This design comes from an exercise in tuning for small area on the open sky130 flow, not from production work. No functional check of the RTL was part of any run shown here.

==> flow/design.v, too long to show whole: its modules and the start of the top module <==
// module low_sel: 15 lines
// module booth_sel: 17 lines
// module fa: 8 lines
// module fac: 8 lines
// module ha: 8 lines
// module booth_enc: 26 lines
// module negsum: 27 lines
// module dot_lo: 364 lines
// module dot_hi: 359 lines
// module cpa20: 49 lines
// module multiply_matrix: 95 lines
module multiply_matrix
(
    input clk,
    input load,
	input load_w,
	input [159:0] c,
    input [63:0] a,
	input [63:0] b,
    output logic [159:0] out
);
  // ...
==> flow/flow/run.sh <==
#!/bin/bash
# Layout: the standard flow (standard.sh, unchanged synthesis and steps),
# with the input and output port buffers made of sky130_fd_sc_hd__buf_1 and
# clock tree synthesis without dummy loads and with larger sink clusters.
set -euo pipefail
export BUFFER_PORTS_ARGS="-buffer_cell sky130_fd_sc_hd__buf_1"
export CTS_ARGS="-sink_clustering_enable -repair_clock_nets -dont_use_dummy_load -sink_clustering_size 30 -sink_clustering_max_diameter 80 -buf_list sky130_fd_sc_hd__clkbuf_16"
bash standard.sh > standard_flow.log 2>&1
==> flow/standard.sh <==
#!/bin/bash
# synth_recipe.tcl (not shown) runs the flow's synth.tcl, then flattens the netlist and writes it again
# the make line also repeats each setting of config.mk as NAME=value (left out here)
make -C /OpenROAD-flow-scripts/flow DESIGN_CONFIG=/design/flow/config.mk WORK_HOME=/design/flow/orfs CLKGATE_MAP_FILE= SYNTH_SCRIPT=/design/flow/synth_recipe.tcl "${@:-finish}"
==> flow/config.mk <==
export PLATFORM = sky130hd
export DESIGN_NAME = multiply_matrix
export DESIGN_NICKNAME = multiply_matrix
export VERILOG_FILES = /design/flow/design.v
export SDC_FILE = /design/flow/constraint.sdc
export NUM_CORES = 8
export LEC_CHECK = 0
export CAP_MARGIN = 20
export CORE_MARGIN = 2
export CORE_UTILIZATION = 60
export CTS_BUF_LIST = sky130_fd_sc_hd__clkbuf_8 sky130_fd_sc_hd__clkbuf_16
export CTS_CLUSTER_DIAMETER = 60
export CTS_CLUSTER_SIZE = 20
export PLACE_DENSITY = 0.72
export SLEW_MARGIN = 20
export SYNTH_HIERARCHICAL = 1
==> flow/constraint.sdc <==
create_clock -name core_clock -period 5.0 [get_ports {clk}]
set_input_delay 1.0000 -clock core_clock [delete_from_list [all_inputs] [get_ports {clk}]]
set_output_delay 1.0000 -clock core_clock [all_outputs]
set_load 0.01 [all_outputs]
==> impl_metrics.tcl, run 1 <==
set metrics [dict create \
    synth_fp_nets 13252 \
    seq_share_pct 40.12 \
    tritoncts "yes" \
    gp_congestion 1.076 \
    timing.final.ws_setup_ns -0.1628 \
    fin_cells 13717 \
    max_freq_mhz 193.7 \
    cts_htree_levels 4 \
    drt-initial-drc-count 31023 \
    status "failed layout checks" \
    so.violations "setup timing" \
    cts.hold.buffers_added 0 \
    inverters 716 \
    post-route-period-util_pct 103.3 \
    fin_util_pct 63.63 \
    hpwlAfterDp_mm 445.9 \
    cts_setup_buffers 2 \
    die_w_um 516.4 \
    multi_input_area_um2 79530 \
    final_area_um2 166600 \
    final_common_cell "fa_1" \
    min_from "b[16]" \
    endpoint_kind "flop" \
    synthCells 10218 \
    grt_antenna_before_repair 17 \
    cts_buffer_depth 4 \
    setup_viol 4 \
]
==> module negsum, before the edit <==
module negsum
(
	input logic [63:0] a,
	output logic [9:0] n
);
	integer k, i;
	logic [2:0] r;
	logic cy;
	logic signed [2:0] t;
	logic [31:0] u;
	always_comb begin
		for (k = 0; k < 8; k = k + 1) begin
			cy = 1'b0;
			for (i = 0; i < 3; i = i + 1) begin
				r = {1'b0, a[8*k + 2*i + 1], a[8*k + 2*i]} + {2'b0, cy};
				u[4*k + i] = (r == 3'd0) | (r == 3'd3) | (r == 3'd4);
				cy = r[2] | (r[1] & r[0]);
			end
			t = $signed({a[8*k + 7], a[8*k + 7], a[8*k + 6]}) + $signed({2'b0, cy});
			u[4*k + 3] = t < 3'sd0;
		end
		n = 10'd0;
		for (k = 0; k < 8; k = k + 1)
			for (i = 0; i < 4; i = i + 1)
				n = n + ({9'd0, u[4*k + i]} << (2*i));
	end
endmodule
==> module dot_lo, before the edit <==
module dot_lo
(
	input logic [11:0] p1, p2, m1, p12, z,
	input logic [3:0] onen, twon, negn, nzn,
	input logic [31:0] w,
	input logic [19:0] acc0,
	input logic [9:0] n,
	output logic [19:0] sa,
	output logic [13:0] sb,
	output logic sc
);
  wire [31:0] wn = ~w;
  wire [8:0] p0_0;
  low_sel b0_0 (.p1(p1[0]), .p2(p2[0]), .m1(m1[0]), .p12(p12[0]), .z(z[0]), .w(w[0 +: 8]), .wn(wn[0 +: 8]), .p(p0_0));
  wire [8:0] p0_1;
  low_sel b0_1 (.p1(p1[1]), .p2(p2[1]), .m1(m1[1]), .p12(p12[1]), .z(z[1]), .w(w[0 +: 8]), .wn(wn[0 +: 8]), .p(p0_1));
  wire [8:0] p0_2;
  low_sel b0_2 (.p1(p1[2]), .p2(p2[2]), .m1(m1[2]), .p12(p12[2]), .z(z[2]), .w(w[0 +: 8]), .wn(wn[0 +: 8]), .p(p0_2));
  wire [8:0] p0_3;
  booth_sel b0_3 (.onen(onen[0]), .twon(twon[0]), .negn(negn[0]), .nzn(nzn[0]), .w(w[0 +: 8]), .p(p0_3));
  wire [8:0] p1_0;
  low_sel b1_0 (.p1(p1[3]), .p2(p2[3]), .m1(m1[3]), .p12(p12[3]), .z(z[3]), .w(w[8 +: 8]), .wn(wn[8 +: 8]), .p(p1_0));
  wire [8:0] p1_1;
  low_sel b1_1 (.p1(p1[4]), .p2(p2[4]), .m1(m1[4]), .p12(p12[4]), .z(z[4]), .w(w[8 +: 8]), .wn(wn[8 +: 8]), .p(p1_1));
  wire [8:0] p1_2;
  low_sel b1_2 (.p1(p1[5]), .p2(p2[5]), .m1(m1[5]), .p12(p12[5]), .z(z[5]), .w(w[8 +: 8]), .wn(wn[8 +: 8]), .p(p1_2));
  wire [8:0] p1_3;
  booth_sel b1_3 (.onen(onen[1]), .twon(twon[1]), .negn(negn[1]), .nzn(nzn[1]), .w(w[8 +: 8]), .p(p1_3));
  wire [8:0] p2_0;
  low_sel b2_0 (.p1(p1[6]), .p2(p2[6]), .m1(m1[6]), .p12(p12[6]), .z(z[6]), .w(w[16 +: 8]), .wn(wn[16 +: 8]), .p(p2_0));
  wire [8:0] p2_1;
  low_sel b2_1 (.p1(p1[7]), .p2(p2[7]), .m1(m1[7]), .p12(p12[7]), .z(z[7]), .w(w[16 +: 8]), .wn(wn[16 +: 8]), .p(p2_1));
  wire [8:0] p2_2;
  low_sel b2_2 (.p1(p1[8]), .p2(p2[8]), .m1(m1[8]), .p12(p12[8]), .z(z[8]), .w(w[16 +: 8]), .wn(wn[16 +: 8]), .p(p2_2));
  wire [8:0] p2_3;
  booth_sel b2_3 (.onen(onen[2]), .twon(twon[2]), .negn(negn[2]), .nzn(nzn[2]), .w(w[16 +: 8]), .p(p2_3));
  wire [8:0] p3_0;
  low_sel b3_0 (.p1(p1[9]), .p2(p2[9]), .m1(m1[9]), .p12(p12[9]), .z(z[9]), .w(w[24 +: 8]), .wn(wn[24 +: 8]), .p(p3_0));
  wire [8:0] p3_1;
  low_sel b3_1 (.p1(p1[10]), .p2(p2[10]), .m1(m1[10]), .p12(p12[10]), .z(z[10]), .w(w[24 +: 8]), .wn(wn[24 +: 8]), .p(p3_1));
  wire [8:0] p3_2;
  low_sel b3_2 (.p1(p1[11]), .p2(p2[11]), .m1(m1[11]), .p12(p12[11]), .z(z[11]), .w(w[24 +: 8]), .wn(wn[24 +: 8]), .p(p3_2));
  wire [8:0] p3_3;
  booth_sel b3_3 (.onen(onen[3]), .twon(twon[3]), .negn(negn[3]), .nzn(nzn[3]), .w(w[24 +: 8]), .p(p3_3));
  wire ks1, kc1;
  fac k1 (.a(p0_2[7]), .b(p1_2[7]), .s(ks1), .co(kc1));
  wire ks2, kc2;
  fac k2 (.a(p0_2[8]), .b(p1_2[8]), .s(ks2), .co(kc2));
  wire ks3, kc3;
  fac k3 (.a(p0_3[8]), .b(p1_3[8]), .s(ks3), .co(kc3));
  wire i16_0 = ~acc0[16];
  wire i18_0 = ~acc0[18];
  wire ks4, kc4;
  fac k4 (.a(acc0[18]), .b(acc0[19]), .s(ks4), .co(kc4));
  wire s1, c1;
  fa f1 (.a(n[4]), .b(p0_0[4]), .ci(p0_1[2]), .s(s1), .co(c1));
  wire s2, c2;
  fa f2 (.a(n[5]), .b(p0_0[5]), .ci(p0_1[3]), .s(s2), .co(c2));
  wire s3, c3;
  fa f3 (.a(n[6]), .b(p0_0[6]), .ci(p0_1[4]), .s(s3), .co(c3));
  wire s4, c4;
  fa f4 (.a(p0_2[2]), .b(p1_0[6]), .ci(p1_1[4]), .s(s4), .co(c4));
  wire s5, c5;
  fa f5 (.a(p1_2[2]), .b(p2_0[6]), .ci(p2_1[4]), .s(s5), .co(c5));
  wire s6, c6;
  fa f6 (.a(n[7]), .b(p0_0[7]), .ci(p0_1[5]), .s(s6), .co(c6));
  wire s7, c7;
  fa f7 (.a(p0_2[3]), .b(p1_0[7]), .ci(p1_1[5]), .s(s7), .co(c7));
  wire s8, c8;
  fa f8 (.a(p1_2[3]), .b(p2_0[7]), .ci(p2_1[5]), .s(s8), .co(c8));
  wire s9, c9;
  fa f9 (.a(p2_2[3]), .b(p3_0[7]), .ci(p3_1[5]), .s(s9), .co(c9));
  wire s10, c10;
  fa f10 (.a(n[8]), .b(p0_0[8]), .ci(p0_1[6]), .s(s10), .co(c10));
  wire s11, c11;
  fa f11 (.a(p0_2[4]), .b(p1_0[8]), .ci(p1_1[6]), .s(s11), .co(c11));
  wire s12, c12;
  fa f12 (.a(p1_2[4]), .b(p2_0[8]), .ci(p2_1[6]), .s(s12), .co(c12));
  wire s13, c13;
  fa f13 (.a(p2_2[4]), .b(p3_0[8]), .ci(p3_1[6]), .s(s13), .co(c13));
  wire s14, c14;
  fa f14 (.a(p3_2[4]), .b(p0_3[2]), .ci(p1_3[2]), .s(s14), .co(c14));
  wire s15, c15;
  fa f15 (.a(n[9]), .b(p0_1[7]), .ci(p0_2[5]), .s(s15), .co(c15));
  wire s16, c16;
  fa f16 (.a(p1_1[7]), .b(p1_2[5]), .ci(p2_1[7]), .s(s16), .co(c16));
  wire s17, c17;
  fa f17 (.a(p2_2[5]), .b(p3_1[7]), .ci(p3_2[5]), .s(s17), .co(c17));
  wire s18, c18;
  fa f18 (.a(p0_1[8]), .b(p0_2[6]), .ci(p1_1[8]), .s(s18), .co(c18));
  wire s19, c19;
  fa f19 (.a(p1_2[6]), .b(p2_1[8]), .ci(p2_2[6]), .s(s19), .co(c19));
  wire s20, c20;
  fa f20 (.a(n[2]), .b(p0_0[2]), .ci(p0_1[0]), .s(s20), .co(c20));
  wire s21, c21;
  fa f21 (.a(n[3]), .b(p0_0[3]), .ci(p0_1[1]), .s(s21), .co(c21));
  wire s22, c22;
  fa f22 (.a(p0_2[0]), .b(p1_0[4]), .ci(p1_1[2]), .s(s22), .co(c22));
  wire s23, c23;
  fa f23 (.a(p1_2[0]), .b(p2_0[4]), .ci(p2_1[2]), .s(s23), .co(c23));
  wire s24, c24;
  fa f24 (.a(p0_2[1]), .b(p1_0[5]), .ci(p1_1[3]), .s(s24), .co(c24));
  wire s25, c25;
  fa f25 (.a(p1_2[1]), .b(p2_0[5]), .ci(p2_1[3]), .s(s25), .co(c25));
  wire s26, c26;
  fa f26 (.a(p2_2[1]), .b(p3_0[5]), .ci(p3_1[3]), .s(s26), .co(c26));
  wire s27, c27;
  fa f27 (.a(p2_2[2]), .b(p3_0[6]), .ci(p3_1[4]), .s(s27), .co(c27));
  wire s28, c28;
  fa f28 (.a(p3_2[2]), .b(p0_3[0]), .ci(p1_3[0]), .s(s28), .co(c28));
  wire s29, c29;
  fa f29 (.a(p2_3[0]), .b(p3_3[0]), .ci(c2), .s(s29), .co(c29));
  wire s30, c30;
  fa f30 (.a(s3), .b(s4), .ci(s5), .s(s30), .co(c30));
  wire s31, c31;
  fa f31 (.a(p3_2[3]), .b(p0_3[1]), .ci(p1_3[1]), .s(s31), .co(c31));
  wire s32, c32;
  fa f32 (.a(p2_3[1]), .b(p3_3[1]), .ci(c3), .s(s32), .co(c32));
  wire s33, c33;
  fa f33 (.a(c4), .b(c5), .ci(s6), .s(s33), .co(c33));
  wire s34, c34;
  fa f34 (.a(s7), .b(s8), .ci(s9), .s(s34), .co(c34));
  wire s35, c35;
  fa f35 (.a(p2_3[2]), .b(p3_3[2]), .ci(c6), .s(s35), .co(c35));
  wire s36, c36;
  fa f36 (.a(c7), .b(c8), .ci(c9), .s(s36), .co(c36));
  wire s37, c37;
  fa f37 (.a(s10), .b(s11), .ci(s12), .s(s37), .co(c37));
  wire s38, c38;
  fa f38 (.a(s13), .b(acc0[8]), .ci(s14), .s(s38), .co(c38));
  wire s39, c39;
  fa f39 (.a(p0_3[3]), .b(p1_3[3]), .ci(p2_3[3]), .s(s39), .co(c39));
  wire s40, c40;
  fa f40 (.a(p3_3[3]), .b(c10), .ci(c11), .s(s40), .co(c40));
  wire s41, c41;
  fa f41 (.a(c12), .b(c13), .ci(s15), .s(s41), .co(c41));
  wire s42, c42;
  fa f42 (.a(s16), .b(s17), .ci(acc0[9]), .s(s42), .co(c42));
  wire s43, c43;
  fa f43 (.a(p3_1[8]), .b(p3_2[6]), .ci(p0_3[4]), .s(s43), .co(c43));
  wire s44, c44;
  fa f44 (.a(p1_3[4]), .b(p2_3[4]), .ci(p3_3[4]), .s(s44), .co(c44));
  wire s45, c45;
  fa f45 (.a(c15), .b(c16), .ci(c17), .s(s45), .co(c45));
  wire s46, c46;
  fa f46 (.a(s18), .b(s19), .ci(acc0[10]), .s(s46), .co(c46));
  wire s47, c47;
  fa f47 (.a(p2_2[7]), .b(p3_2[7]), .ci(ks1), .s(s47), .co(c47));
  wire s48, c48;
  fa f48 (.a(p0_3[5]), .b(p1_3[5]), .ci(p2_3[5]), .s(s48), .co(c48));
  wire s49, c49;
  fa f49 (.a(p3_3[5]), .b(c18), .ci(c19), .s(s49), .co(c49));
  wire s50, c50;
  fa f50 (.a(p2_2[8]), .b(p3_2[8]), .ci(kc1), .s(s50), .co(c50));
  wire s51, c51;
  fa f51 (.a(ks2), .b(p0_3[6]), .ci(p1_3[6]), .s(s51), .co(c51));
  wire s52, c52;
  fa f52 (.a(p1_0[2]), .b(p1_1[0]), .ci(p2_0[2]), .s(s52), .co(c52));
  wire s53, c53;
  fa f53 (.a(p1_0[3]), .b(p1_1[1]), .ci(p2_0[3]), .s(s53), .co(c53));
  wire s54, c54;
  fa f54 (.a(p2_1[1]), .b(p3_0[3]), .ci(p3_1[1]), .s(s54), .co(c54));
  wire s55, c55;
  fa f55 (.a(p2_2[0]), .b(p3_0[4]), .ci(p3_1[2]), .s(s55), .co(c55));
  wire s56, c56;
  fa f56 (.a(p3_2[0]), .b(c21), .ci(s1), .s(s56), .co(c56));
  wire s57, c57;
  fa f57 (.a(s22), .b(s23), .ci(acc0[4]), .s(s57), .co(c57));
  wire s58, c58;
  fa f58 (.a(p3_2[1]), .b(c1), .ci(c22), .s(s58), .co(c58));
  wire s59, c59;
  fa f59 (.a(c23), .b(s2), .ci(s24), .s(s59), .co(c59));
  wire s60, c60;
  fa f60 (.a(s25), .b(s26), .ci(acc0[5]), .s(s60), .co(c60));
  wire s61, c61;
  fa f61 (.a(c24), .b(c25), .ci(c26), .s(s61), .co(c61));
  wire s62, c62;
  fa f62 (.a(s27), .b(acc0[6]), .ci(s28), .s(s62), .co(c62));
  wire hs5, hc5;
  ha h5 (.a(s29), .b(s30), .s(hs5), .co(hc5));
  wire s63, c63;
  fa f63 (.a(c27), .b(acc0[7]), .ci(c28), .s(s63), .co(c63));
  wire s64, c64;
  fa f64 (.a(c29), .b(s31), .ci(s32), .s(s64), .co(c64));
  wire s65, c65;
  fa f65 (.a(c30), .b(s33), .ci(s34), .s(s65), .co(c65));
  wire s66, c66;
  fa f66 (.a(c31), .b(c32), .ci(s35), .s(s66), .co(c66));
  wire s67, c67;
  fa f67 (.a(c33), .b(c34), .ci(s36), .s(s67), .co(c67));
  wire hs6, hc6;
  ha h6 (.a(s37), .b(s38), .s(hs6), .co(hc6));
  wire s68, c68;
  fa f68 (.a(c14), .b(c35), .ci(c36), .s(s68), .co(c68));
  wire s69, c69;
  fa f69 (.a(s39), .b(c37), .ci(s40), .s(s69), .co(c69));
  wire s70, c70;
  fa f70 (.a(s41), .b(s42), .ci(c38), .s(s70), .co(c70));
  wire s71, c71;
  fa f71 (.a(c39), .b(c40), .ci(s43), .s(s71), .co(c71));
  wire s72, c72;
  fa f72 (.a(s44), .b(c41), .ci(s45), .s(s72), .co(c72));
  wire hs7, hc7;
  ha h7 (.a(c42), .b(s46), .s(hs7), .co(hc7));
  wire s73, c73;
  fa f73 (.a(acc0[11]), .b(s47), .ci(c43), .s(s73), .co(c73));
  wire s74, c74;
  fa f74 (.a(c44), .b(c45), .ci(s48), .s(s74), .co(c74));
  wire hs8, hc8;
  ha h8 (.a(s49), .b(c46), .s(hs8), .co(hc8));
  wire s75, c75;
  fa f75 (.a(p2_3[6]), .b(p3_3[6]), .ci(acc0[12]), .s(s75), .co(c75));
  wire s76, c76;
  fa f76 (.a(c47), .b(s50), .ci(c48), .s(s76), .co(c76));
  wire hs9, hc9;
  ha h9 (.a(c49), .b(s51), .s(hs9), .co(hc9));
  wire s77, c77;
  fa f77 (.a(kc2), .b(p0_3[7]), .ci(p1_3[7]), .s(s77), .co(c77));
  wire s78, c78;
  fa f78 (.a(p2_3[7]), .b(p3_3[7]), .ci(acc0[13]), .s(s78), .co(c78));
  wire hs10, hc10;
  ha h10 (.a(c50), .b(c51), .s(hs10), .co(hc10));
  wire s79, c79;
  fa f79 (.a(p2_3[8]), .b(p3_3[8]), .ci(ks3), .s(s79), .co(c79));
  wire s80, c80;
  fa f80 (.a(n[0]), .b(p0_0[0]), .ci(p1_0[0]), .s(s80), .co(c80));
  wire s81, c81;
  fa f81 (.a(n[1]), .b(p0_0[1]), .ci(p1_0[1]), .s(s81), .co(c81));
  wire s82, c82;
  fa f82 (.a(p2_0[1]), .b(p3_0[1]), .ci(acc0[1]), .s(s82), .co(c82));
  wire s83, c83;
  fa f83 (.a(p2_1[0]), .b(p3_0[2]), .ci(p3_1[0]), .s(s83), .co(c83));
  wire s84, c84;
  fa f84 (.a(s20), .b(s52), .ci(acc0[2]), .s(s84), .co(c84));
  wire s85, c85;
  fa f85 (.a(c20), .b(c52), .ci(s21), .s(s85), .co(c85));
  wire s86, c86;
  fa f86 (.a(s53), .b(s54), .ci(acc0[3]), .s(s86), .co(c86));
  wire s87, c87;
  fa f87 (.a(c53), .b(c54), .ci(s55), .s(s87), .co(c87));
  wire hs11, hc11;
  ha h11 (.a(s56), .b(s57), .s(hs11), .co(hc11));
  wire s88, c88;
  fa f88 (.a(c55), .b(c56), .ci(s58), .s(s88), .co(c88));
  wire s89, c89;
  fa f89 (.a(s59), .b(c57), .ci(s60), .s(s89), .co(c89));
  wire s90, c90;
  fa f90 (.a(c58), .b(c59), .ci(s61), .s(s90), .co(c90));
  wire s91, c91;
  fa f91 (.a(c60), .b(hs5), .ci(s62), .s(s91), .co(c91));
  wire s92, c92;
  fa f92 (.a(c61), .b(s63), .ci(c62), .s(s92), .co(c92));
  wire s93, c93;
  fa f93 (.a(hc5), .b(s64), .ci(s65), .s(s93), .co(c93));
  wire s94, c94;
  fa f94 (.a(c63), .b(c64), .ci(s66), .s(s94), .co(c94));
  wire s95, c95;
  fa f95 (.a(c65), .b(s67), .ci(hs6), .s(s95), .co(c95));
  wire s96, c96;
  fa f96 (.a(c66), .b(c67), .ci(s68), .s(s96), .co(c96));
  wire s97, c97;
  fa f97 (.a(s69), .b(hc6), .ci(s70), .s(s97), .co(c97));
  wire s98, c98;
  fa f98 (.a(c68), .b(c69), .ci(s71), .s(s98), .co(c98));
  wire s99, c99;
  fa f99 (.a(s72), .b(hs7), .ci(c70), .s(s99), .co(c99));
  wire s100, c100;
  fa f100 (.a(c71), .b(s73), .ci(c72), .s(s100), .co(c100));
  wire s101, c101;
  fa f101 (.a(s74), .b(hs8), .ci(hc7), .s(s101), .co(c101));
  wire s102, c102;
  fa f102 (.a(s75), .b(c73), .ci(hs9), .s(s102), .co(c102));
  wire s103, c103;
  fa f103 (.a(s76), .b(c74), .ci(hc8), .s(s103), .co(c103));
  wire s104, c104;
  fa f104 (.a(s77), .b(hs10), .ci(c75), .s(s104), .co(c104));
  wire s105, c105;
  fa f105 (.a(s78), .b(c76), .ci(hc9), .s(s105), .co(c105));
  wire s106, c106;
  fa f106 (.a(acc0[14]), .b(c77), .ci(hc10), .s(s106), .co(c106));
  wire hs12, hc12;
  ha h12 (.a(c78), .b(s79), .s(hs12), .co(hc12));
  wire s107, c107;
  fa f107 (.a(kc3), .b(acc0[15]), .ci(c79), .s(s107), .co(c107));
  wire s108, c108;
  fa f108 (.a(p2_0[0]), .b(p3_0[0]), .ci(s80), .s(s108), .co(c108));
  wire s109, c109;
  fa f109 (.a(c80), .b(s81), .ci(s82), .s(s109), .co(c109));
  wire s110, c110;
  fa f110 (.a(c81), .b(s83), .ci(c82), .s(s110), .co(c110));
  wire s111, c111;
  fa f111 (.a(c83), .b(s85), .ci(c84), .s(s111), .co(c111));
  wire s112, c112;
  fa f112 (.a(c85), .b(s87), .ci(c86), .s(s112), .co(c112));
  wire s113, c113;
  fa f113 (.a(c87), .b(s88), .ci(hc11), .s(s113), .co(c113));
  wire s114, c114;
  fa f114 (.a(c88), .b(s90), .ci(c89), .s(s114), .co(c114));
  wire s115, c115;
  fa f115 (.a(c90), .b(c91), .ci(s92), .s(s115), .co(c115));
  wire s116, c116;
  fa f116 (.a(c92), .b(s94), .ci(c93), .s(s116), .co(c116));
  wire s117, c117;
  fa f117 (.a(c94), .b(s96), .ci(c95), .s(s117), .co(c117));
  wire s118, c118;
  fa f118 (.a(c96), .b(s98), .ci(c97), .s(s118), .co(c118));
  wire s119, c119;
  fa f119 (.a(c98), .b(s100), .ci(s101), .s(s119), .co(c119));
  wire s120, c120;
  fa f120 (.a(s102), .b(c100), .ci(c101), .s(s120), .co(c120));
  wire s121, c121;
  fa f121 (.a(c102), .b(s104), .ci(s105), .s(s121), .co(c121));
  wire s122, c122;
  fa f122 (.a(hs12), .b(c104), .ci(s106), .s(s122), .co(c122));
  wire s123, c123;
  fa f123 (.a(hc12), .b(c106), .ci(s107), .s(s123), .co(c123));
  wire s124, c124;
  fa f124 (.a(s84), .b(s110), .ci(c109), .s(s124), .co(c124));
  wire s125, c125;
  fa f125 (.a(s86), .b(c110), .ci(s111), .s(s125), .co(c125));
  wire s126, c126;
  fa f126 (.a(hs11), .b(c111), .ci(s112), .s(s126), .co(c126));
  wire s127, c127;
  fa f127 (.a(c112), .b(s89), .ci(s113), .s(s127), .co(c127));
  wire s128, c128;
  fa f128 (.a(s91), .b(c113), .ci(s114), .s(s128), .co(c128));
  wire s129, c129;
  fa f129 (.a(s93), .b(c114), .ci(s115), .s(s129), .co(c129));
  wire s130, c130;
  fa f130 (.a(s95), .b(c115), .ci(s116), .s(s130), .co(c130));
  wire s131, c131;
  fa f131 (.a(s97), .b(c116), .ci(s117), .s(s131), .co(c131));
  wire s132, c132;
  fa f132 (.a(s99), .b(c117), .ci(s118), .s(s132), .co(c132));
  wire s133, c133;
  fa f133 (.a(c99), .b(s119), .ci(c118), .s(s133), .co(c133));
  wire s134, c134;
  fa f134 (.a(s103), .b(c119), .ci(s120), .s(s134), .co(c134));
  wire s135, c135;
  fa f135 (.a(c103), .b(s121), .ci(c120), .s(s135), .co(c135));
  wire s136, c136;
  fa f136 (.a(c105), .b(s122), .ci(c121), .s(s136), .co(c136));
  wire hs13, hc13;
  ha h13 (.a(c122), .b(s123), .s(hs13), .co(hc13));
  wire s137, c137;
  fa f137 (.a(i16_0), .b(c107), .ci(c123), .s(s137), .co(c137));
  wire hs14, hc14;
  ha h14 (.a(acc0[16]), .b(acc0[17]), .s(hs14), .co(hc14));
  wire rs15, rc15;
  ha r15 (.a(i18_0), .b(hc14), .s(rs15), .co(rc15));
  wire rs16, rc16;
  ha r16 (.a(ks4), .b(rc15), .s(rs16), .co(rc16));
  wire rs17, rc17;
  ha r17 (.a(acc0[0]), .b(s108), .s(rs17), .co(rc17));
  wire s138, c138;
  fa f138 (.a(c108), .b(rc17), .ci(s109), .s(s138), .co(c138));
  wire rs18, rc18;
  ha r18 (.a(c138), .b(s124), .s(rs18), .co(rc18));
  wire s139, c139;
  fa f139 (.a(c124), .b(s125), .ci(rc18), .s(s139), .co(c139));
  assign sa = {rs16, rs15, c137, hc13, c136, c135, c134, c133, c132, c131, c130, c129, c128, c127, c126, c125, s139, rs18, s138, rs17};
  assign sb = {hs14, s137, hs13, s136, s135, s134, s133, s132, s131, s130, s129, s128, s127, s126};
  assign sc = c139;
endmodule
==> module cpa20, before the edit <==
module cpa20
(
	input logic [19:0] a,
	input logic [12:0] b,
	input logic ci,
	output logic [19:0] s
);
  wire [19:0] r, g;
  assign s[4:0] = a[4:0];
  fa f5 (.a(a[5]), .b(b[0]), .ci(ci), .s(r[5]), .co(g[5]));
  fa f6 (.a(a[6]), .b(b[1]), .ci(g[5]), .s(r[6]), .co(g[6]));
  fa f7 (.a(a[7]), .b(b[2]), .ci(g[6]), .s(r[7]), .co(g[7]));
  fa f8 (.a(a[8]), .b(b[3]), .ci(g[7]), .s(r[8]), .co(g[8]));
  fa f9 (.a(a[9]), .b(b[4]), .ci(g[8]), .s(r[9]), .co(g[9]));
  fa f10 (.a(a[10]), .b(b[5]), .ci(g[9]), .s(r[10]), .co(g[10]));
  fa f11 (.a(a[11]), .b(b[6]), .ci(g[10]), .s(r[11]), .co(g[11]));
  assign s[11:5] = r[11:5];
  wire c1 = g[11];
  ha h12 (.a(a[12]), .b(b[7]), .s(r[12]), .co(g[12]));
  fa f13 (.a(a[13]), .b(b[8]), .ci(g[12]), .s(r[13]), .co(g[13]));
  fa f14 (.a(a[14]), .b(b[9]), .ci(g[13]), .s(r[14]), .co(g[14]));
  fa f15 (.a(a[15]), .b(b[10]), .ci(g[14]), .s(r[15]), .co(g[15]));
  fa f16 (.a(a[16]), .b(b[11]), .ci(g[15]), .s(r[16]), .co(g[16]));
  fa f17 (.a(a[17]), .b(b[12]), .ci(g[16]), .s(r[17]), .co(g[17]));
  ha h18 (.a(a[18]), .b(g[17]), .s(r[18]), .co(g[18]));
  wire [7:0] p1;
  assign p1[0] = 1'b1;
  assign p1[1] = p1[0] & r[12];
  assign s[12] = r[12] ^ (c1 & p1[0]);
  assign p1[2] = p1[1] & r[13];
  assign s[13] = r[13] ^ (c1 & p1[1]);
  assign p1[3] = p1[2] & r[14];
  assign s[14] = r[14] ^ (c1 & p1[2]);
  assign p1[4] = p1[3] & r[15];
  assign s[15] = r[15] ^ (c1 & p1[3]);
  assign p1[5] = p1[4] & r[16];
  assign s[16] = r[16] ^ (c1 & p1[4]);
  assign p1[6] = p1[5] & r[17];
  assign s[17] = r[17] ^ (c1 & p1[5]);
  assign p1[7] = p1[6] & r[18];
  assign s[18] = r[18] ^ (c1 & p1[6]);
  wire c2 = g[18] | (c1 & p1[7]);
  assign r[19] = a[19];
  assign g[19] = 1'b0;
  wire [1:0] p2;
  assign p2[0] = 1'b1;
  assign p2[1] = p2[0] & r[19];
  assign s[19] = r[19] ^ (c2 & p2[0]);
endmodule
==> module multiply_matrix, before the edit <==
module multiply_matrix
(
    input clk,
    input load,
	input load_w,
	input [159:0] c,
    input [63:0] a,
	input [63:0] b,
    output logic [159:0] out
);
	logic [63:0] w [0:7];
	logic [63:0] a1;
	logic [31:0] a2;
	logic [47:0] e2, e3;
	logic [9:0] n2;
	logic [159:0] s0a, s1a;
	logic [111:0] s0b;
	logic [103:0] s1b;
	logic [7:0] s0c, s1c;
	logic [159:0] s [2:7];
	logic [47:0] e_lo, e_hi;
	logic [9:0] n1;
	booth_enc enc_lo (.a(a1[31:0]), .e(e_lo));
	booth_enc enc_hi (.a(a2), .e(e_hi));
	negsum ns (.a(a1), .n(n1));
	logic [11:0] p1_2, p2_2, m1_2, p12_2, z_2, p1_3, p2_3, m1_3, p12_3, z_3;
	logic [3:0] onen2, twon2, negn2, nzn2, onen3, twon3, negn3, nzn3;
	genvar j, q;
	generate
		for (q = 0; q < 4; q = q + 1) begin : g_sel
			for (j = 0; j < 3; j = j + 1) begin : g_lo
				assign p1_2[3*q + j] = e2[12*q + 3*j];
				assign p2_2[3*q + j] = e2[12*q + 3*j + 1];
				assign m1_2[3*q + j] = e2[12*q + 3*j + 2];
				assign p1_3[3*q + j] = e3[12*q + 3*j];
				assign p2_3[3*q + j] = e3[12*q + 3*j + 1];
				assign m1_3[3*q + j] = e3[12*q + 3*j + 2];
			end
			assign onen2[q] = e2[12*q + 9];
			assign twon2[q] = e2[12*q + 10];
			assign negn2[q] = e2[12*q + 11];
			assign onen3[q] = e3[12*q + 9];
			assign twon3[q] = e3[12*q + 10];
			assign negn3[q] = e3[12*q + 11];
		end
	endgenerate
	assign p12_2 = p1_2 | p2_2;
	assign z_2 = ~(p1_2 | p2_2 | m1_2);
	assign p12_3 = p1_3 | p2_3;
	assign z_3 = ~(p1_3 | p2_3 | m1_3);
	assign nzn2 = onen2 & twon2;
	assign nzn3 = onen3 & twon3;
	logic [159:0] t0a, t1a, sum;
	logic [111:0] t0b;
	logic [103:0] t1b;
	logic [7:0] t0c, t1c;
	generate
		for (j = 0; j < 8; j = j + 1) begin : g_dot
			dot_lo dl (.p1(p1_2), .p2(p2_2), .m1(m1_2), .p12(p12_2), .z(z_2),
				.onen(onen2), .twon(twon2), .negn(negn2), .nzn(nzn2), .w(w[j][31:0]),
				.acc0(c[20*j +: 20]), .n(n2),
				.sa(t0a[20*j +: 20]), .sb(t0b[14*j +: 14]), .sc(t0c[j]));
			dot_hi dh (.p1(p1_3), .p2(p2_3), .m1(m1_3), .p12(p12_3), .z(z_3),
				.onen(onen3), .twon(twon3), .negn(negn3), .nzn(nzn3), .w(w[j][63:32]),
				.acc0(s0a[20*j +: 20]), .acc1(s0b[14*j +: 14]), .acc2(s0c[j]),
				.sa(t1a[20*j +: 20]), .sb(t1b[13*j +: 13]), .sc(t1c[j]));
			cpa20 ad (.a(s1a[20*j +: 20]), .b(s1b[13*j +: 13]), .ci(s1c[j]), .s(sum[20*j +: 20]));
		end
	endgenerate
	integer i;
	always @(posedge clk) begin
		if (load_w) begin
			w[0] <= b;
			for (i = 1; i < 8; i = i + 1)
				w[i] <= w[i-1];
		end
		if (load) begin
			a1 <= a;
			e2 <= e_lo;
			n2 <= n1;
			a2 <= a1[63:32];
			e3 <= e_hi;
			s0a <= t0a;
			s0b <= t0b;
			s0c <= t0c;
			s1a <= t1a;
			s1b <= t1b;
			s1c <= t1c;
			s[2] <= sum;
			for (i = 3; i < 8; i = i + 1)
				s[i] <= s[i-1];
		end
	end
	assign out = s[7];
endmodule
==> run 2: changes to the inputs <==
--- a/flow/design.v
+++ b/flow/design.v
@@ -103,7 +103,44 @@
 		end
-		n = 10'd0;
-		for (k = 0; k < 8; k = k + 1)
-			for (i = 0; i < 4; i = i + 1)
-				n = n + ({9'd0, u[4*k + i]} << (2*i));
 	end
+  wire s1, c1;
+  fa f1 (.a(u[0]), .b(u[12]), .ci(u[16]), .s(s1), .co(c1));
+  wire s2, c2;
+  fa f2 (.a(u[13]), .b(u[17]), .ci(u[1]), .s(s2), .co(c2));
+  wire s3, c3;
+  fa f3 (.a(u[10]), .b(u[14]), .ci(u[18]), .s(s3), .co(c3));
+  wire s4, c4;
+  fa f4 (.a(u[11]), .b(u[15]), .ci(u[19]), .s(s4), .co(c4));
+  wire s5, c5;
+  fa f5 (.a(u[20]), .b(u[24]), .ci(u[28]), .s(s5), .co(c5));
+  wire s6, c6;
+  fa f6 (.a(u[21]), .b(u[25]), .ci(u[29]), .s(s6), .co(c6));
+  wire s7, c7;
+  fa f7 (.a(u[22]), .b(u[26]), .ci(u[2]), .s(s7), .co(c7));
+  wire s8, c8;
+  fa f8 (.a(u[23]), .b(u[27]), .ci(u[31]), .s(s8), .co(c8));
+  wire s9, c9;
+  fa f9 (.a(u[4]), .b(u[8]), .ci(s1), .s(s9), .co(c9));
+  wire s10, c10;
+  fa f10 (.a(u[5]), .b(u[9]), .ci(s2), .s(s10), .co(c10));
+  wire s11, c11;
+  fa f11 (.a(u[30]), .b(u[6]), .ci(s3), .s(s11), .co(c11));
+  wire s12, c12;
+  fa f12 (.a(u[3]), .b(u[7]), .ci(s4), .s(s12), .co(c12));
+  wire s13, c13;
+  fa f13 (.a(c1), .b(c5), .ci(c9), .s(s13), .co(c13));
+  wire hs1, hc1;
+  ha h1 (.a(s6), .b(s10), .s(hs1), .co(hc1));
+  wire s14, c14;
+  fa f14 (.a(c2), .b(c6), .ci(c10), .s(s14), .co(c14));
+  wire hs2, hc2;
+  ha h2 (.a(s7), .b(s11), .s(hs2), .co(hc2));
+  wire s15, c15;
+  fa f15 (.a(c3), .b(c7), .ci(c11), .s(s15), .co(c15));
+  wire hs3, hc3;
+  ha h3 (.a(s8), .b(s12), .s(hs3), .co(hc3));
+  wire s16, c16;
+  fa f16 (.a(c4), .b(c8), .ci(c12), .s(s16), .co(c16));
+  wire [9:0] ra = {1'b0, c16, hc3, c15, hc2, c14, hc1, c13, s13, s5};
+  wire [9:0] rb = {1'b0, 1'b0, s16, hs3, s15, hs2, s14, hs1, 1'b0, s9};
+  assign n = ra + rb;
 endmodule
@@ -222,3 +259,3 @@
   wire s30, c30;
-  fa f30 (.a(s3), .b(s4), .ci(s5), .s(s30), .co(c30));
+  fa f30 (.a(acc0[6]), .b(s3), .ci(s4), .s(s30), .co(c30));
   wire s31, c31;
@@ -228,5 +265,5 @@
   wire s33, c33;
-  fa f33 (.a(c4), .b(c5), .ci(s6), .s(s33), .co(c33));
+  fa f33 (.a(c4), .b(c5), .ci(acc0[7]), .s(s33), .co(c33));
   wire s34, c34;
-  fa f34 (.a(s7), .b(s8), .ci(s9), .s(s34), .co(c34));
+  fa f34 (.a(s6), .b(s7), .ci(s8), .s(s34), .co(c34));
   wire s35, c35;
@@ -236,5 +273,5 @@
   wire s37, c37;
-  fa f37 (.a(s10), .b(s11), .ci(s12), .s(s37), .co(c37));
+  fa f37 (.a(acc0[8]), .b(s10), .ci(s11), .s(s37), .co(c37));
   wire s38, c38;
-  fa f38 (.a(s13), .b(acc0[8]), .ci(s14), .s(s38), .co(c38));
+  fa f38 (.a(s12), .b(s13), .ci(s14), .s(s38), .co(c38));
   wire s39, c39;
@@ -244,5 +281,5 @@
   wire s41, c41;
-  fa f41 (.a(c12), .b(c13), .ci(s15), .s(s41), .co(c41));
+  fa f41 (.a(c12), .b(c13), .ci(acc0[9]), .s(s41), .co(c41));
   wire s42, c42;
-  fa f42 (.a(s16), .b(s17), .ci(acc0[9]), .s(s42), .co(c42));
+  fa f42 (.a(s15), .b(s16), .ci(s17), .s(s42), .co(c42));
   wire s43, c43;
@@ -254,13 +291,13 @@
   wire s46, c46;
-  fa f46 (.a(s18), .b(s19), .ci(acc0[10]), .s(s46), .co(c46));
+  fa f46 (.a(acc0[10]), .b(s18), .ci(s19), .s(s46), .co(c46));
   wire s47, c47;
-  fa f47 (.a(p2_2[7]), .b(p3_2[7]), .ci(ks1), .s(s47), .co(c47));
+  fa f47 (.a(p2_2[7]), .b(p3_2[7]), .ci(p0_3[5]), .s(s47), .co(c47));
   wire s48, c48;
-  fa f48 (.a(p0_3[5]), .b(p1_3[5]), .ci(p2_3[5]), .s(s48), .co(c48));
+  fa f48 (.a(p1_3[5]), .b(p2_3[5]), .ci(p3_3[5]), .s(s48), .co(c48));
   wire s49, c49;
-  fa f49 (.a(p3_3[5]), .b(c18), .ci(c19), .s(s49), .co(c49));
+  fa f49 (.a(ks1), .b(c18), .ci(c19), .s(s49), .co(c49));
   wire s50, c50;
-  fa f50 (.a(p2_2[8]), .b(p3_2[8]), .ci(kc1), .s(s50), .co(c50));
+  fa f50 (.a(p2_2[8]), .b(p3_2[8]), .ci(p0_3[6]), .s(s50), .co(c50));
   wire s51, c51;
-  fa f51 (.a(ks2), .b(p0_3[6]), .ci(p1_3[6]), .s(s51), .co(c51));
+  fa f51 (.a(p1_3[6]), .b(p2_3[6]), .ci(p3_3[6]), .s(s51), .co(c51));
   wire s52, c52;
@@ -274,5 +311,5 @@
   wire s56, c56;
-  fa f56 (.a(p3_2[0]), .b(c21), .ci(s1), .s(s56), .co(c56));
+  fa f56 (.a(p3_2[0]), .b(c21), .ci(acc0[4]), .s(s56), .co(c56));
   wire s57, c57;
-  fa f57 (.a(s22), .b(s23), .ci(acc0[4]), .s(s57), .co(c57));
+  fa f57 (.a(s1), .b(s22), .ci(s23), .s(s57), .co(c57));
   wire s58, c58;
@@ -280,5 +317,5 @@
   wire s59, c59;
-  fa f59 (.a(c23), .b(s2), .ci(s24), .s(s59), .co(c59));
+  fa f59 (.a(c23), .b(acc0[5]), .ci(s2), .s(s59), .co(c59));
   wire s60, c60;
-  fa f60 (.a(s25), .b(s26), .ci(acc0[5]), .s(s60), .co(c60));
+  fa f60 (.a(s24), .b(s25), .ci(s26), .s(s60), .co(c60));
   wire s61, c61;
@@ -286,3 +323,3 @@
   wire s62, c62;
-  fa f62 (.a(s27), .b(acc0[6]), .ci(s28), .s(s62), .co(c62));
+  fa f62 (.a(s27), .b(s5), .ci(s28), .s(s62), .co(c62));
   wire hs5, hc5;
@@ -290,5 +327,5 @@
   wire s63, c63;
-  fa f63 (.a(c27), .b(acc0[7]), .ci(c28), .s(s63), .co(c63));
+  fa f63 (.a(c27), .b(s9), .ci(c28), .s(s63), .co(c63));
   wire s64, c64;
-  fa f64 (.a(c29), .b(s31), .ci(s32), .s(s64), .co(c64));
+  fa f64 (.a(s31), .b(c29), .ci(s32), .s(s64), .co(c64));
   wire s65, c65;
@@ -296,5 +333,5 @@
   wire s66, c66;
-  fa f66 (.a(c31), .b(c32), .ci(s35), .s(s66), .co(c66));
+  fa f66 (.a(c31), .b(c32), .ci(c33), .s(s66), .co(c66));
   wire s67, c67;
-  fa f67 (.a(c33), .b(c34), .ci(s36), .s(s67), .co(c67));
+  fa f67 (.a(s35), .b(c34), .ci(s36), .s(s67), .co(c67));
   wire hs6, hc6;
@@ -302,5 +339,5 @@
   wire s68, c68;
-  fa f68 (.a(c14), .b(c35), .ci(c36), .s(s68), .co(c68));
+  fa f68 (.a(c14), .b(s39), .ci(c35), .s(s68), .co(c68));
   wire s69, c69;
-  fa f69 (.a(s39), .b(c37), .ci(s40), .s(s69), .co(c69));
+  fa f69 (.a(c36), .b(c37), .ci(s40), .s(s69), .co(c69));
   wire s70, c70;
@@ -308,23 +345,23 @@
   wire s71, c71;
-  fa f71 (.a(c39), .b(c40), .ci(s43), .s(s71), .co(c71));
+  fa f71 (.a(c39), .b(s43), .ci(s44), .s(s71), .co(c71));
   wire s72, c72;
-  fa f72 (.a(s44), .b(c41), .ci(s45), .s(s72), .co(c72));
+  fa f72 (.a(c40), .b(c41), .ci(c42), .s(s72), .co(c72));
   wire hs7, hc7;
-  ha h7 (.a(c42), .b(s46), .s(hs7), .co(hc7));
+  ha h7 (.a(s45), .b(s46), .s(hs7), .co(hc7));
   wire s73, c73;
-  fa f73 (.a(acc0[11]), .b(s47), .ci(c43), .s(s73), .co(c73));
+  fa f73 (.a(acc0[11]), .b(c43), .ci(c44), .s(s73), .co(c73));
   wire s74, c74;
-  fa f74 (.a(c44), .b(c45), .ci(s48), .s(s74), .co(c74));
+  fa f74 (.a(s47), .b(s48), .ci(c45), .s(s74), .co(c74));
   wire hs8, hc8;
-  ha h8 (.a(s49), .b(c46), .s(hs8), .co(hc8));
+  ha h8 (.a(c46), .b(s49), .s(hs8), .co(hc8));
   wire s75, c75;
-  fa f75 (.a(p2_3[6]), .b(p3_3[6]), .ci(acc0[12]), .s(s75), .co(c75));
+  fa f75 (.a(kc1), .b(ks2), .ci(acc0[12]), .s(s75), .co(c75));
   wire s76, c76;
-  fa f76 (.a(c47), .b(s50), .ci(c48), .s(s76), .co(c76));
+  fa f76 (.a(c47), .b(c48), .ci(s50), .s(s76), .co(c76));
   wire hs9, hc9;
-  ha h9 (.a(c49), .b(s51), .s(hs9), .co(hc9));
+  ha h9 (.a(s51), .b(c49), .s(hs9), .co(hc9));
   wire s77, c77;
-  fa f77 (.a(kc2), .b(p0_3[7]), .ci(p1_3[7]), .s(s77), .co(c77));
+  fa f77 (.a(p0_3[7]), .b(p1_3[7]), .ci(p2_3[7]), .s(s77), .co(c77));
   wire s78, c78;
-  fa f78 (.a(p2_3[7]), .b(p3_3[7]), .ci(acc0[13]), .s(s78), .co(c78));
+  fa f78 (.a(p3_3[7]), .b(kc2), .ci(acc0[13]), .s(s78), .co(c78));
   wire hs10, hc10;
@@ -342,7 +379,7 @@
   wire s84, c84;
-  fa f84 (.a(s20), .b(s52), .ci(acc0[2]), .s(s84), .co(c84));
+  fa f84 (.a(acc0[2]), .b(s20), .ci(s52), .s(s84), .co(c84));
   wire s85, c85;
-  fa f85 (.a(c20), .b(c52), .ci(s21), .s(s85), .co(c85));
+  fa f85 (.a(c20), .b(c52), .ci(acc0[3]), .s(s85), .co(c85));
   wire s86, c86;
-  fa f86 (.a(s53), .b(s54), .ci(acc0[3]), .s(s86), .co(c86));
+  fa f86 (.a(s21), .b(s53), .ci(s54), .s(s86), .co(c86));
   wire s87, c87;
@@ -352,9 +389,9 @@
   wire s88, c88;
-  fa f88 (.a(c55), .b(c56), .ci(s58), .s(s88), .co(c88));
+  fa f88 (.a(c55), .b(c56), .ci(c57), .s(s88), .co(c88));
   wire s89, c89;
-  fa f89 (.a(s59), .b(c57), .ci(s60), .s(s89), .co(c89));
+  fa f89 (.a(s58), .b(s59), .ci(s60), .s(s89), .co(c89));
   wire s90, c90;
-  fa f90 (.a(c58), .b(c59), .ci(s61), .s(s90), .co(c90));
+  fa f90 (.a(c58), .b(c59), .ci(c60), .s(s90), .co(c90));
   wire s91, c91;
-  fa f91 (.a(c60), .b(hs5), .ci(s62), .s(s91), .co(c91));
+  fa f91 (.a(s61), .b(s62), .ci(hs5), .s(s91), .co(c91));
   wire s92, c92;
@@ -366,19 +403,19 @@
   wire s95, c95;
-  fa f95 (.a(c65), .b(s67), .ci(hs6), .s(s95), .co(c95));
+  fa f95 (.a(hs6), .b(c65), .ci(s67), .s(s95), .co(c95));
   wire s96, c96;
-  fa f96 (.a(c66), .b(c67), .ci(s68), .s(s96), .co(c96));
+  fa f96 (.a(c66), .b(s68), .ci(c67), .s(s96), .co(c96));
   wire s97, c97;
-  fa f97 (.a(s69), .b(hc6), .ci(s70), .s(s97), .co(c97));
+  fa f97 (.a(hc6), .b(s69), .ci(s70), .s(s97), .co(c97));
   wire s98, c98;
-  fa f98 (.a(c68), .b(c69), .ci(s71), .s(s98), .co(c98));
+  fa f98 (.a(s71), .b(c68), .ci(c69), .s(s98), .co(c98));
   wire s99, c99;
-  fa f99 (.a(s72), .b(hs7), .ci(c70), .s(s99), .co(c99));
+  fa f99 (.a(hs7), .b(s72), .ci(c70), .s(s99), .co(c99));
   wire s100, c100;
-  fa f100 (.a(c71), .b(s73), .ci(c72), .s(s100), .co(c100));
+  fa f100 (.a(c71), .b(s73), .ci(hs8), .s(s100), .co(c100));
   wire s101, c101;
-  fa f101 (.a(s74), .b(hs8), .ci(hc7), .s(s101), .co(c101));
+  fa f101 (.a(s74), .b(c72), .ci(hc7), .s(s101), .co(c101));
   wire s102, c102;
-  fa f102 (.a(s75), .b(c73), .ci(hs9), .s(s102), .co(c102));
+  fa f102 (.a(s75), .b(c73), .ci(s76), .s(s102), .co(c102));
   wire s103, c103;
-  fa f103 (.a(s76), .b(c74), .ci(hc8), .s(s103), .co(c103));
+  fa f103 (.a(hs9), .b(c74), .ci(hc8), .s(s103), .co(c103));
   wire s104, c104;
@@ -394,3 +431,3 @@
   wire s108, c108;
-  fa f108 (.a(p2_0[0]), .b(p3_0[0]), .ci(s80), .s(s108), .co(c108));
+  fa f108 (.a(p2_0[0]), .b(p3_0[0]), .ci(acc0[0]), .s(s108), .co(c108));
   wire s109, c109;
@@ -400,11 +437,11 @@
   wire s111, c111;
-  fa f111 (.a(c83), .b(s85), .ci(c84), .s(s111), .co(c111));
+  fa f111 (.a(c83), .b(c84), .ci(s85), .s(s111), .co(c111));
   wire s112, c112;
-  fa f112 (.a(c85), .b(s87), .ci(c86), .s(s112), .co(c112));
+  fa f112 (.a(c85), .b(c86), .ci(s87), .s(s112), .co(c112));
   wire s113, c113;
-  fa f113 (.a(c87), .b(s88), .ci(hc11), .s(s113), .co(c113));
+  fa f113 (.a(c87), .b(hc11), .ci(s88), .s(s113), .co(c113));
   wire s114, c114;
-  fa f114 (.a(c88), .b(s90), .ci(c89), .s(s114), .co(c114));
+  fa f114 (.a(c88), .b(c89), .ci(s90), .s(s114), .co(c114));
   wire s115, c115;
-  fa f115 (.a(c90), .b(c91), .ci(s92), .s(s115), .co(c115));
+  fa f115 (.a(c90), .b(s92), .ci(c91), .s(s115), .co(c115));
   wire s116, c116;
@@ -414,5 +451,5 @@
   wire s118, c118;
-  fa f118 (.a(c96), .b(s98), .ci(c97), .s(s118), .co(c118));
+  fa f118 (.a(c96), .b(s98), .ci(s99), .s(s118), .co(c118));
   wire s119, c119;
-  fa f119 (.a(c98), .b(s100), .ci(s101), .s(s119), .co(c119));
+  fa f119 (.a(s100), .b(c98), .ci(c99), .s(s119), .co(c119));
   wire s120, c120;
@@ -420,3 +457,3 @@
   wire s121, c121;
-  fa f121 (.a(c102), .b(s104), .ci(s105), .s(s121), .co(c121));
+  fa f121 (.a(s104), .b(c102), .ci(s105), .s(s121), .co(c121));
   wire s122, c122;
@@ -430,3 +467,3 @@
   wire s126, c126;
-  fa f126 (.a(hs11), .b(c111), .ci(s112), .s(s126), .co(c126));
+  fa f126 (.a(c111), .b(hs11), .ci(s112), .s(s126), .co(c126));
   wire s127, c127;
@@ -434,5 +471,5 @@
   wire s128, c128;
-  fa f128 (.a(s91), .b(c113), .ci(s114), .s(s128), .co(c128));
+  fa f128 (.a(c113), .b(s91), .ci(s114), .s(s128), .co(c128));
   wire s129, c129;
-  fa f129 (.a(s93), .b(c114), .ci(s115), .s(s129), .co(c129));
+  fa f129 (.a(c114), .b(s93), .ci(s115), .s(s129), .co(c129));
   wire s130, c130;
@@ -442,7 +479,7 @@
   wire s132, c132;
-  fa f132 (.a(s99), .b(c117), .ci(s118), .s(s132), .co(c132));
+  fa f132 (.a(c97), .b(c117), .ci(s118), .s(s132), .co(c132));
   wire s133, c133;
-  fa f133 (.a(c99), .b(s119), .ci(c118), .s(s133), .co(c133));
+  fa f133 (.a(s101), .b(c118), .ci(s119), .s(s133), .co(c133));
   wire s134, c134;
-  fa f134 (.a(s103), .b(c119), .ci(s120), .s(s134), .co(c134));
+  fa f134 (.a(s103), .b(s120), .ci(c119), .s(s134), .co(c134));
   wire s135, c135;
@@ -462,3 +499,3 @@
   wire rs17, rc17;
-  ha r17 (.a(acc0[0]), .b(s108), .s(rs17), .co(rc17));
+  ha r17 (.a(s80), .b(s108), .s(rs17), .co(rc17));
   wire s138, c138;
@@ -482,3 +519,3 @@
 	output logic [19:0] sa,
-	output logic [12:0] sb,
+	output logic [11:0] sb,
 	output logic sc
@@ -655,5 +692,5 @@
   wire s68, c68;
-  fa f68 (.a(c29), .b(c30), .ci(c31), .s(s68), .co(c68));
+  fa f68 (.a(c29), .b(c30), .ci(s33), .s(s68), .co(c68));
   wire s69, c69;
-  fa f69 (.a(s33), .b(c32), .ci(s34), .s(s69), .co(c69));
+  fa f69 (.a(c31), .b(c32), .ci(s34), .s(s69), .co(c69));
   wire hs2, hc2;
@@ -661,7 +698,7 @@
   wire s70, c70;
-  fa f70 (.a(c14), .b(c33), .ci(c34), .s(s70), .co(c70));
+  fa f70 (.a(c14), .b(c33), .ci(s37), .s(s70), .co(c70));
   wire s71, c71;
-  fa f71 (.a(s37), .b(s38), .ci(c35), .s(s71), .co(c71));
+  fa f71 (.a(c34), .b(s38), .ci(c35), .s(s71), .co(c71));
   wire s72, c72;
-  fa f72 (.a(s39), .b(s40), .ci(c36), .s(s72), .co(c72));
+  fa f72 (.a(s39), .b(c36), .ci(s40), .s(s72), .co(c72));
   wire s73, c73;
@@ -669,3 +706,3 @@
   wire s74, c74;
-  fa f74 (.a(c38), .b(c39), .ci(s42), .s(s74), .co(c74));
+  fa f74 (.a(s42), .b(c38), .ci(c39), .s(s74), .co(c74));
   wire s75, c75;
@@ -675,3 +712,3 @@
   wire s77, c77;
-  fa f77 (.a(c42), .b(c43), .ci(s47), .s(s77), .co(c77));
+  fa f77 (.a(c42), .b(s47), .ci(c43), .s(s77), .co(c77));
   wire hs3, hc3;
@@ -683,3 +720,3 @@
   wire hs4, hc4;
-  ha h4 (.a(c48), .b(s51), .s(hs4), .co(hc4));
+  ha h4 (.a(s51), .b(c48), .s(hs4), .co(hc4));
   wire s80, c80;
@@ -717,3 +754,3 @@
   wire s96, c96;
-  fa f96 (.a(hc1), .b(s66), .ci(s67), .s(s96), .co(c96));
+  fa f96 (.a(s66), .b(hc1), .ci(s67), .s(s96), .co(c96));
   wire s97, c97;
@@ -721,3 +758,3 @@
   wire s98, c98;
-  fa f98 (.a(c67), .b(s69), .ci(hs2), .s(s98), .co(c98));
+  fa f98 (.a(hs2), .b(c67), .ci(s69), .s(s98), .co(c98));
   wire s99, c99;
@@ -725,19 +762,19 @@
   wire s100, c100;
-  fa f100 (.a(s71), .b(hc2), .ci(s72), .s(s100), .co(c100));
+  fa f100 (.a(hc2), .b(s71), .ci(s72), .s(s100), .co(c100));
   wire s101, c101;
-  fa f101 (.a(c70), .b(s73), .ci(c71), .s(s101), .co(c101));
+  fa f101 (.a(s73), .b(c70), .ci(c71), .s(s101), .co(c101));
   wire s102, c102;
-  fa f102 (.a(s74), .b(s75), .ci(c72), .s(s102), .co(c102));
+  fa f102 (.a(s74), .b(c72), .ci(s75), .s(s102), .co(c102));
   wire s103, c103;
-  fa f103 (.a(s76), .b(c73), .ci(hs3), .s(s103), .co(c103));
+  fa f103 (.a(c73), .b(s76), .ci(c74), .s(s103), .co(c103));
   wire s104, c104;
-  fa f104 (.a(c74), .b(s77), .ci(c75), .s(s104), .co(c104));
+  fa f104 (.a(hs3), .b(s77), .ci(c75), .s(s104), .co(c104));
   wire s105, c105;
-  fa f105 (.a(c76), .b(s78), .ci(hs4), .s(s105), .co(c105));
+  fa f105 (.a(c76), .b(s78), .ci(s79), .s(s105), .co(c105));
   wire s106, c106;
-  fa f106 (.a(hc3), .b(s79), .ci(c77), .s(s106), .co(c106));
+  fa f106 (.a(hs4), .b(c77), .ci(hc3), .s(s106), .co(c106));
   wire s107, c107;
-  fa f107 (.a(c78), .b(s80), .ci(s81), .s(s107), .co(c107));
+  fa f107 (.a(s80), .b(s81), .ci(c78), .s(s107), .co(c107));
   wire s108, c108;
-  fa f108 (.a(c79), .b(hc4), .ci(s82), .s(s108), .co(c108));
+  fa f108 (.a(c79), .b(s82), .ci(hc4), .s(s108), .co(c108));
   wire s109, c109;
@@ -759,5 +796,5 @@
   wire s116, c116;
-  fa f116 (.a(c91), .b(c92), .ci(s93), .s(s116), .co(c116));
+  fa f116 (.a(c91), .b(s93), .ci(c92), .s(s116), .co(c116));
   wire s117, c117;
-  fa f117 (.a(c93), .b(c94), .ci(s95), .s(s117), .co(c117));
+  fa f117 (.a(c93), .b(s95), .ci(c94), .s(s117), .co(c117));
   wire s118, c118;
@@ -771,7 +808,7 @@
   wire s122, c122;
-  fa f122 (.a(c103), .b(s105), .ci(s106), .s(s122), .co(c122));
+  fa f122 (.a(s105), .b(c103), .ci(c104), .s(s122), .co(c122));
   wire s123, c123;
-  fa f123 (.a(s107), .b(c105), .ci(c106), .s(s123), .co(c123));
+  fa f123 (.a(s107), .b(c105), .ci(s108), .s(s123), .co(c123));
   wire s124, c124;
-  fa f124 (.a(c107), .b(s109), .ci(hs5), .s(s124), .co(c124));
+  fa f124 (.a(s109), .b(c107), .ci(hs5), .s(s124), .co(c124));
   wire s125, c125;
@@ -805,5 +842,5 @@
   wire s137, c137;
-  fa f137 (.a(c104), .b(s122), .ci(c121), .s(s137), .co(c137));
+  fa f137 (.a(s106), .b(c121), .ci(s122), .s(s137), .co(c137));
   wire s138, c138;
-  fa f138 (.a(s108), .b(c122), .ci(s123), .s(s138), .co(c138));
+  fa f138 (.a(c106), .b(s123), .ci(c122), .s(s138), .co(c138));
   wire s139, c139;
@@ -817,16 +854,18 @@
   wire rs9, rc9;
-  ha r9 (.a(acc0[18]), .b(c141), .s(rs9), .co(rc9));
+  ha r9 (.a(hc8), .b(s141), .s(rs9), .co(rc9));
+  wire s142, c142;
+  fa f142 (.a(acc0[18]), .b(c141), .ci(rc9), .s(s142), .co(c142));
   wire rs10, rc10;
-  ha r10 (.a(acc0[19]), .b(rc9), .s(rs10), .co(rc10));
+  ha r10 (.a(acc0[19]), .b(c142), .s(rs10), .co(rc10));
   wire rs11, rc11;
   ha r11 (.a(c127), .b(hs6), .s(rs11), .co(rc11));
-  wire s142, c142;
-  fa f142 (.a(hc6), .b(s128), .ci(rc11), .s(s142), .co(c142));
   wire s143, c143;
-  fa f143 (.a(c128), .b(s129), .ci(c142), .s(s143), .co(c143));
+  fa f143 (.a(hc6), .b(rc11), .ci(s128), .s(s143), .co(c143));
   wire s144, c144;
-  fa f144 (.a(c129), .b(hs7), .ci(c143), .s(s144), .co(c144));
-  assign sa = {rs10, rs9, hc8, c140, c139, c138, c137, c136, c135, c134, c133, c132, c131, c130, hc7, s144, s143, s142, rs11, s127};
-  assign sb = {s141, hs8, s140, s139, s138, s137, s136, s135, s134, s133, s132, s131, s130};
-  assign sc = c144;
+  fa f144 (.a(c128), .b(s129), .ci(c143), .s(s144), .co(c144));
+  wire s145, c145;
+  fa f145 (.a(c129), .b(hs7), .ci(c144), .s(s145), .co(c145));
+  assign sa = {rs10, s142, rs9, c140, c139, c138, c137, c136, c135, c134, c133, c132, c131, c130, hc7, s145, s144, s143, rs11, s127};
+  assign sb = {hs8, s140, s139, s138, s137, s136, s135, s134, s133, s132, s131, s130};
+  assign sc = c145;
 endmodule
@@ -835,3 +874,3 @@
 	input logic [19:0] a,
-	input logic [12:0] b,
+	input logic [11:0] b,
 	input logic ci,
@@ -855,3 +894,3 @@
   fa f16 (.a(a[16]), .b(b[11]), .ci(g[15]), .s(r[16]), .co(g[16]));
-  fa f17 (.a(a[17]), .b(b[12]), .ci(g[16]), .s(r[17]), .co(g[17]));
+  ha h17 (.a(a[17]), .b(g[16]), .s(r[17]), .co(g[17]));
   ha h18 (.a(a[18]), .b(g[17]), .s(r[18]), .co(g[18]));
@@ -898,3 +937,3 @@
 	logic [111:0] s0b;
-	logic [103:0] s1b;
+	logic [95:0] s1b;
 	logic [7:0] s0c, s1c;
@@ -935,3 +974,3 @@
 	logic [111:0] t0b;
-	logic [103:0] t1b;
+	logic [95:0] t1b;
 	logic [7:0] t0c, t1c;
@@ -946,4 +985,4 @@
 				.acc0(s0a[20*j +: 20]), .acc1(s0b[14*j +: 14]), .acc2(s0c[j]),
-				.sa(t1a[20*j +: 20]), .sb(t1b[13*j +: 13]), .sc(t1c[j]));
-			cpa20 ad (.a(s1a[20*j +: 20]), .b(s1b[13*j +: 13]), .ci(s1c[j]), .s(sum[20*j +: 20]));
+				.sa(t1a[20*j +: 20]), .sb(t1b[12*j +: 12]), .sc(t1c[j]));
+			cpa20 ad (.a(s1a[20*j +: 20]), .b(s1b[12*j +: 12]), .ci(s1c[j]), .s(sum[20*j +: 20]));
 		end
==> flow/flow/run.sh (replaced) <==
#!/bin/bash
# Layout: the standard flow (standard.sh, unchanged synthesis and steps),
# with the input and output port buffers made of sky130_fd_sc_hd__buf_1,
# clock tree synthesis without dummy loads and with larger sink clusters, and
# global routing that offers less of met1/met2 (flow/fastroute.tcl).
set -euo pipefail
export BUFFER_PORTS_ARGS="-buffer_cell sky130_fd_sc_hd__buf_1"
export CTS_ARGS="-sink_clustering_enable -repair_clock_nets -dont_use_dummy_load -sink_clustering_size 30 -sink_clustering_max_diameter 80 -buf_list sky130_fd_sc_hd__clkbuf_16"
export FASTROUTE_TCL="$PWD/flow/fastroute.tcl"
bash standard.sh > standard_flow.log 2>&1
==> flow/flow/fastroute.tcl (new file) <==
# Global routing layers as the platform sets them, with less of met1 and met2
# offered to the global router so that it uses more met3 and met4.
set_global_routing_layer_adjustment $::env(MIN_ROUTING_LAYER)-$::env(MAX_ROUTING_LAYER) 0.2
set_global_routing_layer_adjustment met1 0.5
set_global_routing_layer_adjustment met2 0.4

set_routing_layers -clock $::env(MIN_CLK_ROUTING_LAYER)-$::env(MAX_ROUTING_LAYER)
set_routing_layers -signal $::env(MIN_ROUTING_LAYER)-$::env(MAX_ROUTING_LAYER)
--- a/flow/config.mk
+++ b/flow/config.mk
@@ -9,3 +9,3 @@
 export CORE_MARGIN = 2
-export CORE_UTILIZATION = 60
+export CORE_UTILIZATION = 55
 export CTS_BUF_LIST = sky130_fd_sc_hd__clkbuf_8 sky130_fd_sc_hd__clkbuf_16
@@ -13,3 +13,3 @@
 export CTS_CLUSTER_SIZE = 20
-export PLACE_DENSITY = 0.72
+export PLACE_DENSITY = 0.68
 export SLEW_MARGIN = 20
==> run 2 against run 1 <==
Compared with the run above: sequential share of layout area is 0.43 points lower; register-to-register slack better by 0.16 ns; worst setup slack improved by 0.16 ns; the layout still fails its checks (setup timing); critical endpoint is now s1b[17]; utilization down 4.8 points; highest routed layer unchanged; cell count is 3.0% higher; clock skew fell by 0.014 ns.
==> impl_metrics.tcl, run 2 <==
set metrics [dict create \
    status "failed layout checks" \
    so.violations "setup timing" \
    hold_viol 0 \
    grt_max_degree 137 \
    coreArea_um2 285000 \
    grt_usage_pct 54.43 \
    firstDrtPassIters 17 \
    cp.depth 9 \
    path_clk_slew_ns 0.10 \
    grt_antenna_before_repair 45 \
    ant_nets 0 \
    layout-drive-gt1-share_pct 10.76 \
    route.detailed.drc 0 \
    cp_slowest_cell "a221oi_1" \
    worst_pin_slew_ns 1.201 \
    row_count 196 \
    worstSetupPathType "reg2reg" \
    cts.hold.buffers_added 0 \
    clock-sinks 2218 \
    ios 451 \
    crit_path_max_fanout 5 \
    cts_root_buf "clkbuf_16" \
    cts_buffer_depth 4 \
    endpoint_kind "flop" \
    cts_buffers 141 \
    timing.final.ws_setup_ns -0.001955 \
    critPathMostFrequentCell "fa_1" \
    fin_util_pct 58.88 \
    die_h_um 538.8 \
    num_vias 104040 \
    syn2layout_area_growth_pct 6.644 \
    post-route-period-util_pct 100.0 \
    die-area_um2 290300 \
    fin_skew_ns 0.09149 \
    max_freq_mhz 199.9 \
    regMostFlops "s" \
    relSlewSlack_pct 19.90 \
    final_common_cell "fa_1" \
    grt_pass1_wl_mm 878.0 \
    grt_overflow_total 0 \
    min_path_type "in2reg" \
    hpwlAfterDp_mm 477.4 \
    synth_fp_nets 13257 \
    ys.warnings.count 13 \
    arrival_ns 5.65 \
    syn-cell-area_um2 157300 \
    portBuffers 450 \
    final_area_um2 167800 \
    placed_area_um2 164000 \
    path_buf_inv 1 \
    whs_path_depth 1 \
    gp_congestion 1.134 \
    path_delay_family "adder cells" \
    setup_tns_ns -0.001955 \
    fin_crit_ns 5.002 \
    syn_area_per_cell_um2 15.38 \
    cp-start-kind "flop" \
    wl_per_cell_um 44.65 \
    largest_register_ffs 960 \
    via_per_inst 7.364 \
    r2r_cells 9 \
    routed_wl_mm 630.8 \
    setup_viol 1 \
    drt-initial-drc-count 16485 \
    reg.largest.list "s x960, w x512" \
    final_cell_mix "fa_1 (2,386), edfxtp_1 (2,218), a222oi_1 (1,344)" \
    die_w_um 538.8 \
    drv_cap 0 \
    path_cells "or2_1 -> buf_12 -> a221oi_1 -> fa_1 -> fa_1 -> fa_1 -> fa_1 -> fa_1 -> fa_1" \
    grt_pass1_vias 118008 \
    max_stage_delay_ns 0.99 \
    synthCells 10227 \
    clock_insertion_delay_worst_skew_ns 0.92 \
    final_nets 13360 \
    initial_utilization_pct 55.21 \
    final_max_slew_viol_count 0 \
    cp.required_ns 5.64 \
    tritoncts "yes" \
    cts_htree_levels 4 \
]
==> run 2: what timing repair did <==
action                                  CTS  global route
pin swaps                                 0            11
setup buffers                             0             5
endpoints found under the setup margin    6            78
gates resized for setup                   6            23
gates cloned                              0             0
==> run 2: layer usage <==
layer  global-route usage [%]  share of wire [%]
met5                    7.628               0.46
met1                    69.44                 32
met3                    41.07                 21
met4                    39.97                 10
met2                    69.69                 37
==> run 2: worst paths after layout <==
check	end	startpoint	slack, ns
max reg2reg	s1b[17]	e3[37]	-0.002
min reg2reg	s[5][158]	s[4][158]	0.37
min	a1[62]	a[62]	0.25
max	s1b[17]	e3[37]	-0.002
==> run 2: stage by stage <==
step | std cells | hold WS, ns | setup WS, ns
2_1_floorplan | 10227 | 0.4003 | 0.5040
3_3_place_gp | 13945 | 0.4002 | -0.3203
3_5_place_dp | 13945 | 0.4045 | -0.1926
4_1_cts | 14086 | 0.2246 | -0.03594
5_1_grt | 14106 | 0.2562 | -0.003259
6_report | 14128 | 0.2495 | -0.001955
==> run 2: final cells by class <==
type                    instances  area, um^2
fillers                     21488      117200
multi-input cells            5872       79510
flip-flops and latches       2218       66600
repair buffers               1360       10570
well taps                    3762        4707
clock buffers                 141        3528
inverters                     737        2766
diodes                         38       95.09

-- what the ideal ports hide --
No port has a modelled driver above. Below, the same layouts with a new extraction and two added sets of constraints. Step 1: set_driving_cell puts a clkbuf_16 on clk and a buf_2 on each other input, an assumption about the parent block. Step 2 also shifts input and output timing later by t, the mid clock arrival at the registers, as if the neighbouring blocks saw the same clock. Slacks: ideal / step 1 / step 2; pairs: ideal / step 1.
| run | t (ns) | slack for setup (ns) | worst setup path after step 2 | worst register clock-pin slew, ns |
|---|---|---|---|---|
| run 1 | 0.969 | -0.163 / -0.163 / -0.163 | register to register | 0.11 / 0.11 |
| run 2 | 0.963 | -0.002 / -0.002 / -0.002 | register to register | 0.11 / 0.11 |
